Context: an optimization exercise on an open-source flow, tuned for small area, a short achievable clock period and few clock cycles. The choices shown serve that exercise and are no tape-out recipe. At most, simulation tests tie the RTL to the original design; equivalence was not proved.

pepper:
==> flow/design.v <==
module fir_single_chan (
  input clk,
  input rst,
  output logic [15:0] data_addr_rd_o,
  output logic [15:0] data_addr_wr_o,
  input  logic [15:0] data_din_i,
  output logic [15:0] data_dout_o,
  output logic        data_we_o,
  output logic        done_intr
);
logic [15:0] w[0:7];
always_ff @(posedge clk) begin
  w[0] <= data_din_i;
  for (int i = 1; i < 8; i++) w[i] <= w[i-1];
end
logic [16:0] pa, pb, pc, pd;
always_ff @(posedge clk) begin
  pa <= {w[0][15], w[0]} + {w[7][15], w[7]};
  pb <= {w[1][15], w[1]} + {w[6][15], w[6]};
  pc <= {w[2][15], w[2]} + {w[5][15], w[5]};
  pd <= {w[3][15], w[3]} + {w[4][15], w[4]};
end
logic [23:0] ea, eb, ec, ed, sum;
assign ea = {{7{pa[16]}}, pa};
assign eb = {{7{pb[16]}}, pb};
assign ec = {{7{pc[16]}}, pc};
assign ed = {{7{pd[16]}}, pd};
assign sum = (ea << 3) - ea + (eb << 4) + (eb << 3)
           + (ec << 5) + (ec << 3) + (ec << 1) + ec
           + (ed << 6) - (ed << 3) - ed;
always_ff @(posedge clk) data_dout_o <= sum[23:8];
logic start;
assign start = (data_addr_rd_o == 16'd11);
always_ff @(posedge clk) begin
  if (rst) begin
    data_addr_rd_o <= 16'd1;
    data_addr_wr_o <= 16'hffff;
    data_we_o <= 1'b0;
    done_intr <= 1'b0;
  end else begin
    data_addr_rd_o <= data_addr_rd_o + 16'd1;
    if (done_intr) begin
      data_we_o <= 1'b0;
    end else if (data_we_o | start) begin
      data_we_o <= 1'b1;
      data_addr_wr_o <= data_addr_wr_o + 16'd1;
      if (data_addr_wr_o == 16'hfffe) done_intr <= 1'b1;
    end
  end
end
endmodule
Settings: LEC_CHECK=0, ABC_CLOCK_PERIOD_IN_PS=2000, CAP_MARGIN=20, CORE_MARGIN=2, CORE_UTILIZATION=40, PLACE_DENSITY=0.6, SETUP_SLACK_MARGIN=3.0, SLEW_MARGIN=20; clock period 5.5 ns.
run.sh (not shown) runs the stock make flow with config.mk's settings and CLKGATE_MAP_FILE= SYNTH_SCRIPT=/design/flow/synth_recipe.tcl, a recipe that flattens the netlist after the stock synthesis.
> inputs changed (pepper -> xenon)
==> flow/design.v <==
module fir_single_chan (
  input clk,
  input rst,
  output logic [15:0] data_addr_rd_o,
  output logic [15:0] data_addr_wr_o,
  input  logic [15:0] data_din_i,
  output logic [15:0] data_dout_o,
  output logic        data_we_o,
  output logic        done_intr
);
logic [23:0] xs;
assign xs = {{8{data_din_i[15]}}, data_din_i};
logic [17:0] m3;
logic [18:0] m5, m7;
always_ff @(posedge clk) begin
  m3 <= 18'(xs + (xs << 1));
  m5 <= 19'(xs + (xs << 2));
  m7 <= 19'((xs << 3) - xs);
end
logic [23:0] e3, e5, e7, t7, t24, t43, t55;
assign e3 = {{6{m3[17]}}, m3};
assign e5 = {{5{m5[18]}}, m5};
assign e7 = {{5{m7[18]}}, m7};
assign t7  = e7;
assign t24 = e3 << 3;
assign t43 = (e5 << 3) + e3;
assign t55 = (e3 << 4) + e7;
logic [18:0] q7;
logic [20:0] q6;
logic [22:0] q5;
logic [23:0] q4, q3, q2, q1;
always_ff @(posedge clk) begin
  q7 <= m7;
  q6 <= 21'({{5{q7[18]}}, q7} + t24);
  q5 <= 23'({{3{q6[20]}}, q6} + t43);
  q4 <= {q5[22], q5} + t55;
  q3 <= q4 + t55;
  q2 <= q3 + t43;
  q1 <= q2 + t24;
end
logic [23:0] sum;
assign sum = q1 + t7;
always_ff @(posedge clk) data_dout_o <= sum[23:8];
logic start;
assign start = (data_addr_rd_o == 16'd10);
always_ff @(posedge clk) begin
  if (rst) begin
    data_addr_rd_o <= 16'd1;
    data_addr_wr_o <= 16'hffff;
    data_we_o <= 1'b0;
    done_intr <= 1'b0;
  end else begin
    data_addr_rd_o <= data_addr_rd_o + 16'd1;
    if (done_intr) begin
      data_we_o <= 1'b0;
    end else if (data_we_o | start) begin
      data_we_o <= 1'b1;
      data_addr_wr_o <= data_addr_wr_o + 16'd1;
      if (data_addr_wr_o == 16'hfffe) done_intr <= 1'b1;
    end
  end
end
endmodule
--- outcome ---
Compared with pepper, in xenon pre-CTS worst setup slack went up 0.53 ns, fraction of standard cell area that is sequential -8.2 points, met1 wire length now larger, cell area went up 6900 um2. On insertion delay of the later-clocked pin in the worst-skew pair, pepper and xenon are neck and neck. Taking pepper as the reference, in xenon setup fix buffers added after clock tree synthesis increased by 109 relative to the old numbers, worst hold path stage count closely matched the old numbers, routed wire length increased by about 75% relative to the old numbers. pepper has a lower length of the first detailed-routing pass in iterations than xenon. Compared with pepper, in xenon post-route worst setup slack shows an increase of 0.72 ns; post-synth design cell area shows an increase of about 22%.
No run of this note included a check of the RTL's function; only the layout flow was run.

---

fir_single_chan, a different RTL version from the one above (not shown whole).
For scale: roughly 1,300 cells after synthesis, about 320 flip-flops, about 68 I/O pins, ~14,000 um^2 of cells after synthesis.
clock: 5.5 ns
lec_check: 0
cap_margin: 20
core_margin: 2
core_utilization: 40
cts_buf_list: sky130_fd_sc_hd__clkbuf_16
cts_cluster_diameter: 100
cts_cluster_size: 22
place_density: 0.6
setup_slack_margin: 3.2
slew_margin: 20
standard.sh (not shown) runs the stock make flow with config.mk's settings and CLKGATE_MAP_FILE= SYNTH_SCRIPT=/design/flow/synth_recipe.tcl, a recipe that flattens the netlist after the stock synthesis.
==> flow/flow/run.sh <==
#!/bin/bash
# Own layout flow: the standard ORFS flow (standard.sh, standard synthesis), with the
# ports buffered by plain buffers instead of the delay cells buffer_ports picks by default,
# and sizing not held to the cells' footprints. Each tool's output goes to a log here.
set -uo pipefail
bash standard.sh \
  'BUFFER_PORTS_ARGS=-buffer_cell sky130_fd_sc_hd__buf_4' \
  MATCH_CELL_FOOTPRINT=0 \
  finish > flow_make.log 2>&1
status=$?
cp -r orfs/logs flow_logs 2>/dev/null || true
exit $status
Change:
--- a/flow/design.v
+++ b/flow/design.v
@@ -360,28 +360,28 @@
   cs_r202 <= cs_c110;
   cs_r203 <= cs_c156;
 end
 logic [23:0] sum_a, sum_b, sum;
 assign sum_a = {cs_r202, cs_r200, cs_r198, cs_r196, cs_r194, cs_r192, cs_r190, cs_r188, cs_r186, cs_r184, cs_r182, cs_r180, cs_r178, cs_r176, cs_r174, cs_r172, cs_r170, cs_r168, cs_r166, cs_r164, cs_r162, cs_r160, cs_r158, cs_r157};
 assign sum_b = {cs_r203, cs_r201, cs_r199, cs_r197, cs_r195, cs_r193, cs_r191, cs_r189, cs_r187, cs_r185, cs_r183, cs_r181, cs_r179, cs_r177, cs_r175, cs_r173, cs_r171, cs_r169, cs_r167, cs_r165, cs_r163, cs_r161, cs_r159, 1'b1};
 assign sum = sum_a + sum_b;
 always_ff @(posedge clk) data_dout_o <= sum[23:8];
 logic start;
-assign start = (data_addr_rd_o[3:0] == 4'd14);
+assign start = (data_addr_rd_o == 16'd14);
 always_ff @(posedge clk) begin
   if (rst) begin
     data_addr_rd_o <= 16'd1;
-    data_addr_wr_o <= 16'hfff2;
+    data_addr_wr_o <= 16'hffff;
     data_we_o <= 1'b0;
     done_intr <= 1'b0;
   end else begin
     data_addr_rd_o <= data_addr_rd_o + 16'd1;
-    data_addr_wr_o <= data_addr_wr_o + 16'd1;
     if (done_intr) begin
       data_we_o <= 1'b0;
     end else if (data_we_o | start) begin
       data_we_o <= 1'b1;
-      if (data_we_o && data_addr_wr_o == 16'hfffe) done_intr <= 1'b1;
+      data_addr_wr_o <= data_addr_wr_o + 16'd1;
+      if (data_addr_wr_o == 16'hfffe) done_intr <= 1'b1;
     end
   end
 end
 endmodule
Cell area stays flat.
Area after synthesis climbs by 0.96%.
Setup slack improved by 0.058 ns.
Global-route usage went down by 0.28 points.
Final cell count climbs by about 0.9%.
Count of clock-buffer cells in the layout is unchanged.
Non-clock buffer count goes down by 3.
Sequential share of layout area barely changes.
First-iteration DRC count came out lower by 7.5%.
Testbench counts after the change, summed over its fixed seeds: cycles 262,200.
The RTL of the first run of this note was laid out without a check of its function.

[afterwards: timing with drivers on the ports]
The flow's constraints put no driver on any port. The routed layouts listed below were extracted and timed again, unchanged, in two steps.
Step 1 sets driving cells, clkbuf_16 on the clock port and buf_2 on the other inputs (assumed; they add their load-dependent delay and slew).
Step 2 times the ports against the registers' clock, not the clock port: input delays grow and output delays shrink by t, the midpoint of the rising clock arrivals with the driver on.
Three values: ideal ports, drivers, drivers and shift; two values: the first two.
run | t (ns) | setup WS [ns] | hold WS [ns] | latest minus earliest clock arrival (ns) | cell pins on the clock port's net
pepper | 0.579 | 0.931 / 0.931 / 0.931 | 0.347 / 0.347 / 0.347 | 0.021 / 0.021 | 1
xenon | 0.591 | 1.648 / 1.648 / 1.648 | 0.325 / 0.325 / 0.325 | 0.017 / 0.017 | 1
the first run of note 2 | 0.554 | 3.167 / 3.167 / 3.167 | 0.327 / 0.327 / 0.327 | 0.012 / 0.012 | 1
the second run of note 2 | 0.550 | 3.225 / 3.175 / 3.238 | 0.324 / 0.324 / 0.324 | 0.025 / 0.024 | 1
After both steps every run listed still meets setup and hold.
